Source: an optimization exercise on an open RTL-to-GDS flow (aim: small area). Production flows keep margins and buffers that such runs may drop. Only simulation tests tie the RTL to the original design; equivalence was not proved.

## branch ember
## pid
module pid (
	input clk,
	input res,
	input c_active,
	input kp_active,
	input ki_active,
	input kd_active,
	input inc_up,
	input inc_dn,
	input motor_rot_pulse,
	output disp_rs,
	output disp_rw,
	output disp_en,
	output display_on,
	output [7:0]disp_data,
	output [6:0]seg7_k,
	output [6:0]seg7_eq,
	output [6:0]seg7_thousands,
	output [6:0]seg7_hundreds,
	output [6:0]seg7_tens,
	output [6:0]seg7_ones,
	output velocity_command_pulse,
	output [15:0]command_speed_out
);
Size: roughly 3100 cells after synthesis, ~80 I/O pins, roughly 25000 um2 of cells after synthesis.
clock: 60.0 ns
lec_check: 0
abc_area: 1
abc_clock_period_in_ps: 60000
cap_margin: 20
core_margin: 2
core_utilization: 40
slew_margin: 20
synth_hierarchical: 1
standard.sh (not shown) runs the stock make flow with config.mk's settings and CLKGATE_MAP_FILE= SYNTH_SCRIPT=/design/flow/synth_recipe.tcl, a recipe that flattens the netlist after the stock synthesis.
==> flow/flow/run.sh <==
#!/bin/bash
# Layout flow: the standard synthesis; the combinational logic of the synthesized
# netlist is then re-mapped by ABC for area (registers, full/half adders and tie cells
# are kept as they are); then the standard layout from the netlist on, with the
# ports buffered by the smallest buffer and a clock tree of small buffers without
# dummy loads. Each tool's output goes to its own log here.
set -euo pipefail
HERE=$(pwd)
RES=$HERE/orfs/results/$FLOW_PLATFORM/pid/base
LIB=$FLOW_HOME/platforms/$FLOW_PLATFORM/lib/sky130_fd_sc_hd__tt_025C_1v80.lib
YOSYS=$FLOW_HOME/../tools/install/yosys/bin/yosys

# 1. standard synthesis up to the Yosys netlist
bash standard.sh "$RES/1_2_yosys.v" > synth.log 2>&1
cp "$RES/1_2_yosys.v" "$HERE/1_2_yosys_standard.v"

# 2. area re-mapping of the combinational logic
DONT_USE=""
for c in $(sed -n '/^export DONT_USE_CELLS/,/^$/p' "$FLOW_HOME/platforms/$FLOW_PLATFORM/config.mk" | grep -o 'sky130_fd_sc_hd__[a-z0-9_]*'); do
  DONT_USE="$DONT_USE -dont_use $c"
done
cat > remap.abc <<'A'
strash
&get -n
&deepsyn -T 120
&put
dch -f
amap
topo
A
cat > remap.ys <<Y
read_liberty -ignore_miss_func $LIB
blackbox sky130_fd_sc_hd__*df* sky130_fd_sc_hd__*dl* sky130_fd_sc_hd__*sdf* sky130_fd_sc_hd__fa_* sky130_fd_sc_hd__ha_* sky130_fd_sc_hd__conb_*
read_verilog $HERE/1_2_yosys_standard.v
hierarchy -top $FLOW_TOP
flatten
opt_clean
abc -liberty $LIB -script $HERE/remap.abc $DONT_USE
opt_clean -purge
read_liberty -lib -ignore_miss_func $LIB
splitnets
opt_clean -purge
hilomap -singleton -hicell sky130_fd_sc_hd__conb_1 HI -locell sky130_fd_sc_hd__conb_1 LO
insbuf -buf sky130_fd_sc_hd__buf_1 A X
check -assert
select -assert-none t:\$*
tee -o $HERE/remap_stat.txt stat -liberty $LIB
write_verilog -noattr -nohex -nodec $HERE/1_2_yosys_remap.v
Y
# keep the re-mapped netlist only if it has the same registers (names and cell types)
regs() { grep -oE '^ *sky130_fd_sc_hd__[a-z0-9_]*(df|dl)[a-z0-9_]* +[^ ]+' "$1" | sed 's/^ *//' | sort; }
if "$YOSYS" -s remap.ys > remap.log 2>&1 && [[ -s "$HERE/1_2_yosys_remap.v" ]] \
   && [[ "$(regs "$HERE/1_2_yosys_standard.v")" == "$(regs "$HERE/1_2_yosys_remap.v")" ]]; then
  cp "$HERE/1_2_yosys_remap.v" "$RES/1_2_yosys.v"
  touch "$RES/1_2_yosys.v"
  echo "re-mapped netlist in use" >> remap.log
else
  echo "re-mapping failed or changed the registers; keeping the standard netlist" >> remap.log
fi

# 3. standard layout from the netlist
export BUFFER_PORTS_ARGS="-buffer_cell sky130_fd_sc_hd__buf_1"
export CTS_ARGS="-sink_clustering_enable -repair_clock_nets -dont_use_dummy_load -buf_list sky130_fd_sc_hd__clkbuf_4"
bash standard.sh finish > layout.log 2>&1
## Diff of input files: branch willow against branch ember
- CORE_UTILIZATION: 40 -> 60
Findings:
branch willow against branch ember: clock-buffer cell count -8, worst setup slack -0.66 ns, post-route cell area -about 1.5%, maximum frequency -1.8%.

## separate check: timing with driven ports
The flow's constraints put no driver on any port. The routed layouts listed below were extracted and timed again, unchanged, in two steps. Step 1 assumes that a clkbuf_16 drives the clock port and a buf_2 every other input. Step 2 moves the port delays by t, midway between the first and last clock arrival at a register: inputs arrive t later, outputs are due t later. That takes back most of the time a late clock gives input paths. Slacks: ideal ports / drivers / drivers and shift; pairs: ideal ports / drivers.
run | t (ns) | setup slack, ns | clock arrival spread, ns | pins driven straight from the clock port
branch ember | 0.855 | 23.732 / 23.732 / 23.732 | 0.176 / 0.177 | 1
branch willow | 0.819 | 23.072 / 23.072 / 23.072 | 0.099 / 0.099 | 1
After both steps setup and hold are still met in every run listed.
